Context: an optimization exercise on an open-source flow, tuned for small area. The choices shown serve that exercise and are no tape-out recipe. The RTL was checked by simulation tests, not by an equivalence proof against the original design. The clock input has no modelled driver; a real chip could not lean on it and would need a root buffer or a full tree. Power and IR drop assume default switching activity.

// Top
module Top (
    input  logic       clk_1MHz,
    input  logic       reset,
    input  logic       data_in,
    input  logic       write_in,
    input  logic       dequeue_in,
    output logic [7:0] fila_data_out,
    output logic [7:0] fila_len_out
);
Size: roughly 210 cells after synthesis, about 21 I/O pins, about 0.0033 mm2 of cells after synthesis.
clock: 10.0 ns
lec_check: 0
cap_margin: 20
core_margin: 2
core_utilization: 75
place_density: 0.8
slew_margin: 20
standard.sh (not shown) runs the stock make flow with config.mk's settings and CLKGATE_MAP_FILE= SYNTH_SCRIPT=/design/flow/synth_recipe.tcl, a recipe that flattens the netlist after the stock synthesis.
==> flow/flow/run.sh <==
#!/bin/bash
# Standard ORFS layout with three changes: 1-drive port buffers, no CTS
# dummy loads, and downsizing of non-critical gates after global route.
set -euo pipefail
bash standard.sh \
  "BUFFER_PORTS_ARGS=-buffer_cell sky130_fd_sc_hd__buf_1" \
  "CTS_ARGS=-sink_clustering_enable -repair_clock_nets -dont_use_dummy_load" \
  RECOVER_POWER=100 \
  finish > make.log 2>&1
The baseline finished but fails on capacitance limit, slew limit.
Change:
==> flow/flow/run.sh (replaced) <==
#!/bin/bash
# Standard ORFS layout with 1-drive port buffers, no CTS dummy loads, and
# every gate shrunk to its smallest size before the placement repair (which
# then resizes or buffers what needs it).
set -euo pipefail
here=$(pwd)
bash standard.sh \
  "BUFFER_PORTS_ARGS=-buffer_cell sky130_fd_sc_hd__buf_1" \
  "CTS_ARGS=-sink_clustering_enable -repair_clock_nets -dont_use_dummy_load" \
  "PRE_RESIZE_TCL=$here/flow/downsize.tcl" \
  finish > make.log 2>&1
==> flow/flow/downsize.tcl (new file) <==
# Swap every combinational cell for the smallest-footprint cell of the same
# function (same name up to the drive suffix). Registers and clock cells stay.
proc my_downsize {} {
  set db [ord::get_db]
  set block [ord::get_db_block]
  set n 0
  foreach inst [$block getInsts] {
    set m [$inst getMaster]
    set name [$m getName]
    if {![regexp {^(sky130_fd_sc_hd__([a-z0-9]+))_([0-9]+)$} $name -> base func drv]} { continue }
    if {[regexp {^(df|edf|sdf|dl|clk|tap|fill|decap|conb|lpflow|probe|diode)} $func]} { continue }
    set best $m
    foreach d {0 1 2} {
      set c [$db findMaster ${base}_$d]
      if {$c eq "NULL" || $c eq ""} { continue }
      if {[$c getWidth] < [$best getWidth]} { set best $c }
    }
    if {$best ne $m} {
      $inst swapMaster $best
      incr n
    }
  }
  puts "my_downsize: swapped $n cells"
}
my_downsize
The changed run ran to the end with no violations. Cell area hardly moves. Utilization hardly moves. Sequential power is about the same. Via count rises by 2.1%. Hold slack improves by 3.9 ps. Sequential cell count is unchanged. First-iteration DRC count rises by 25%. Critical path depth stays the same.
Change:
==> flow/flow/run.sh (replaced) <==
#!/bin/bash
# Standard ORFS layout with 1-drive port buffers and no CTS dummy loads.
set -euo pipefail
bash standard.sh \
  "BUFFER_PORTS_ARGS=-buffer_cell sky130_fd_sc_hd__buf_1" \
  "CTS_ARGS=-sink_clustering_enable -repair_clock_nets -dont_use_dummy_load -buf_list sky130_fd_sc_hd__clkbuf_8 -sink_clustering_size 30 -sink_clustering_max_diameter 100" \
  finish > make.log 2>&1
removed: flow/flow/downsize.tcl
What happened:
- The changed run ran to the end with no violations
- power goes down by 0.38%
- die area stays the same
- utilization grows by 1.2 points
- via count came out lower by 1.5%
- global-route usage barely changes
- critical path depth went down by 4
Change:
==> flow/flow/run.sh (replaced) <==
#!/bin/bash
# Standard ORFS layout with 1-drive port buffers and no CTS dummy loads.
set -euo pipefail
bash standard.sh \
  "BUFFER_PORTS_ARGS=-buffer_cell sky130_fd_sc_hd__buf_1" \
  "CTS_ARGS=-sink_clustering_enable -repair_clock_nets -dont_use_dummy_load -buf_list sky130_fd_sc_hd__clkbuf_16 -sink_clustering_size 50 -sink_clustering_max_diameter 200" \
  finish > make.log 2>&1
Effect:
- utilization is higher by 2.3 points
- synthesized area stays the same
- total power is higher by 13%
- clock power is higher by 47%
- non-clock buffer count stays the same
- design area is higher by 2.8%
- fmax is higher by 0.45%
- routed wire length is higher by 11%
Change:
==> flow/run.sh (new file) <==
#!/bin/bash
# synth_recipe.tcl (not shown) runs the flow's synth.tcl, then flattens the netlist and writes it again
# the make line also repeats each setting of config.mk as NAME=value (left out here)
make -C /OpenROAD-flow-scripts/flow DESIGN_CONFIG=/design/flow/config.mk WORK_HOME=/design/flow/orfs CLKGATE_MAP_FILE= SYNTH_SCRIPT=/design/flow/synth_recipe.tcl finish
removed: flow/flow/run.sh
removed: flow/standard.sh
After rerunning: The changed run finished clean; sequential share of layout area is lower by 1.0 points; fmax falls by 14%; cell area went up by 1.5%; synthesized cell count does not change.

========
run A:
Another version of the RTL of Top (not shown whole).
Size: about 100 flip-flops, about 21 I/O pins, roughly 3100 um^2 of cells after synthesis.
## Top
module Top (
    input  logic       clk_1MHz,
    input  logic       reset,
    input  logic       data_in,
    input  logic       write_in,
    input  logic       dequeue_in,
    output logic [7:0] fila_data_out,
    output logic [7:0] fila_len_out
);
    logic [3:0] a, b;
    logic       fast, slow;
    function automatic logic [3:0] step(input logic [3:0] v);
        step = {v[2:0], v[3] ? v[0] : ~(v[0] & v[1])};
    endfunction
    assign fast = a[3] & a[2] & a[0];
    assign slow = a[3] & ~a[2] & ~a[0] & b[3] & b[1] & b[0];
    always_ff @(posedge clk_1MHz or posedge reset) begin
        if (reset) begin
            a <= 4'd0;
            b <= 4'd0;
        end else begin
            a <= step(a);
            if (fast) b <= step(b);
        end
    end
    logic [3:0] s;
    logic [7:0] buffer;
    logic       busy;
    logic [3:0] len;
    logic [7:0] mem [7];
    logic [7:0] dout;
    logic recv, req, full, empty, enq, deq, inc;
    assign recv  = ~s[3];
    assign req   = s[3] & ~s[1] & s[0];
    assign full  = len[3];
    assign empty = (len == 4'd0);
    assign enq   = slow & ~busy & req & ~full;
    assign deq   = slow & ~busy & ~(req & ~full) & dequeue_in & ~empty;
    assign inc   = (fast & (recv ? write_in : ~req)) | enq;
    logic [3:0] ts, tl;
    logic       tb;
    assign ts[0] = inc;
    assign ts[1] = inc & s[0];
    assign ts[2] = inc & s[0] & s[1] & ~s[3];
    assign ts[3] = inc & s[0] & s[1] & (s[2] | s[3]);
    assign tl[0] = enq | deq;
    assign tl[1] = (enq & len[0]) | (deq & ~len[0]);
    assign tl[2] = (enq & len[0] & len[1]) | (deq & ~len[0] & ~len[1]);
    assign tl[3] = (enq & len[0] & len[1] & len[2]) | (deq & ~len[0] & ~len[1] & ~len[2]);
  ...
clock: 10.0 ns
lec_check: 0
cap_margin: 20
core_margin: 2
core_utilization: 82
place_density: 0.86
slew_margin: 20
==> flow/flow/run.sh <==
#!/bin/bash
# Standard ORFS layout (bash standard.sh) with these changes:
#  - port buffers are buf_1;
#  - every gate is shrunk to its smallest size before the placement repair,
#    which then resizes or buffers what needs it (flow/downsize.tcl);
#  - CTS's tree is replaced by a flat one: the clock port drives three
#    clkbuf_16, each driving a third of the registers (flow/handtree.tcl);
#  - the constant outputs share one tie cell.
# All tool output goes to make.log here and to ORFS's per-step logs under
# orfs/logs/.
set -euo pipefail
here=$(pwd)
bash standard.sh \
  "BUFFER_PORTS_ARGS=-buffer_cell sky130_fd_sc_hd__buf_1" \
  "CTS_ARGS=-sink_clustering_enable -repair_clock_nets -dont_use_dummy_load" \
  "PRE_RESIZE_TCL=$here/flow/downsize.tcl" \
  "POST_CTS_TCL=$here/flow/handtree.tcl" \
  SKIP_REPAIR_TIE_FANOUT=1 \
  finish > make.log 2>&1
Other scripts of this flow, unchanged in this note and not shown: flow/flow/downsize.tcl, flow/flow/handtree.tcl
> inputs changed (run A -> run B)
==> flow/config.mk <==
export PLATFORM = sky130hd
export DESIGN_NAME = Top
export DESIGN_NICKNAME = Top
export VERILOG_FILES = /design/flow/design.v
export SDC_FILE = /design/flow/constraint.sdc
export NUM_CORES = 4
export LEC_CHECK = 0
export CAP_MARGIN = 5
export CORE_MARGIN = 2
export CORE_UTILIZATION = 75
export PLACE_DENSITY = 0.8
export SLEW_MARGIN = 5
Results
For the met2 demand-to-capacity share in global routing, run B came in 18 points lower than run A did. Run B vs. run A: number of instances in the placed design went up by 2. There was hardly any difference in sequential share of layout area between run B and run A.
Input changes introduced in run C (baseline for comparison: run B):
-- flow/config.mk --
<<< run B, line 8
export CAP_MARGIN = 5
export CORE_MARGIN = 2
export CORE_UTILIZATION = 75
export PLACE_DENSITY = 0.8
export SLEW_MARGIN = 5
>>> run C, line 8
export CAP_MARGIN = 5
export CORE_MARGIN = 2
export CORE_UTILIZATION = 82
export PLACE_DENSITY = 0.86
export SLEW_MARGIN = 5
Results
- Changes observed in run C relative to run B: worst setup slack after layout now sits lower, share of the clock period used by the worst path after layout now sits higher, die area lost about 8%.
> inputs changed (run C -> run D)
==> flow/config.mk <==
export PLATFORM = sky130hd
export DESIGN_NAME = Top
export DESIGN_NICKNAME = Top
export VERILOG_FILES = /design/flow/design.v
export SDC_FILE = /design/flow/constraint.sdc
export NUM_CORES = 4
export LEC_CHECK = 0
export CAP_MARGIN = 20
export CORE_MARGIN = 2
export CORE_UTILIZATION = 75
export PLACE_DENSITY = 0.8
export SLEW_MARGIN = 20
==> comparison <==
Run D vs. run C: post-layout utilization of the core fell 7.4 points, register share of the cell area about even, internal power consumption about even, number of cells in the finished layout apart from fillers rose 2, first-iteration DRC count fell 73%.
Run D vs run C — highest achievable clock rate climbed by a few percent
Run C -> run D: cell count along the critical path delta 0, exact match
| power after layout | run D vs run C | ≈ equal |
In every run of this note, the design's own scripts or RTL, not TritonCTS, make the clock network.

-- separate check: timing with driven ports --
No port has a modelled driver above. Below, the same layouts with a new extraction and two added sets of constraints.
Step 1 assumes that a clkbuf_16 drives the clock port and a buf_2 every other input.
Step 2 adds t to the input delays and takes it off the output delays; t is the mean of the earliest and latest rising clock arrival at the registers after step 1. Input paths then give back, and output paths get back, about the clock's delay inside the block.
a / b / c = ideal / step 1 / step 2; a / b = the first two.
run | t, ns | slack for setup (ns) | latest minus earliest clock arrival (ns) | worst slew at a driven data input, ns | cell pins on the clock port's net
the first run of note 1 | 0.363 | 6.651 / 6.653 / 6.290 | 0.027 / 0.026 | 0.03 | 1
the second run of note 1 | 0.362 | 6.702 / 6.704 / 6.341 | 0.027 / 0.027 | 0.03 | 1
the third run of note 1 | 0.364 | 6.961 / 6.934 / 6.808 | 0.027 / 0.027 | 0.03 | 1
the fourth run of note 1 | 0.357 | 6.974 / 6.940 / 6.800 | 0.021 / 0.021 | 0.03 | 1
the fifth run of note 1 | 0.389 | 6.493 / 6.467 / 6.468 | 0.011 / 0.011 | 0.03 | 1
run A | 0.223 | 6.434 / 6.436 / 6.213 | 0.006 / 0.007 | 0.05 | 3
run B | 0.223 | 6.623 / 6.649 / 6.426 | 0.009 / 0.008 | 0.03 | 3
run C | 0.223 | 6.448 / 6.451 / 6.228 | 0.008 / 0.008 | 0.06 | 3
run D | 0.224 | 6.604 / 6.629 / 6.405 | 0.011 / 0.012 | 0.03 | 3
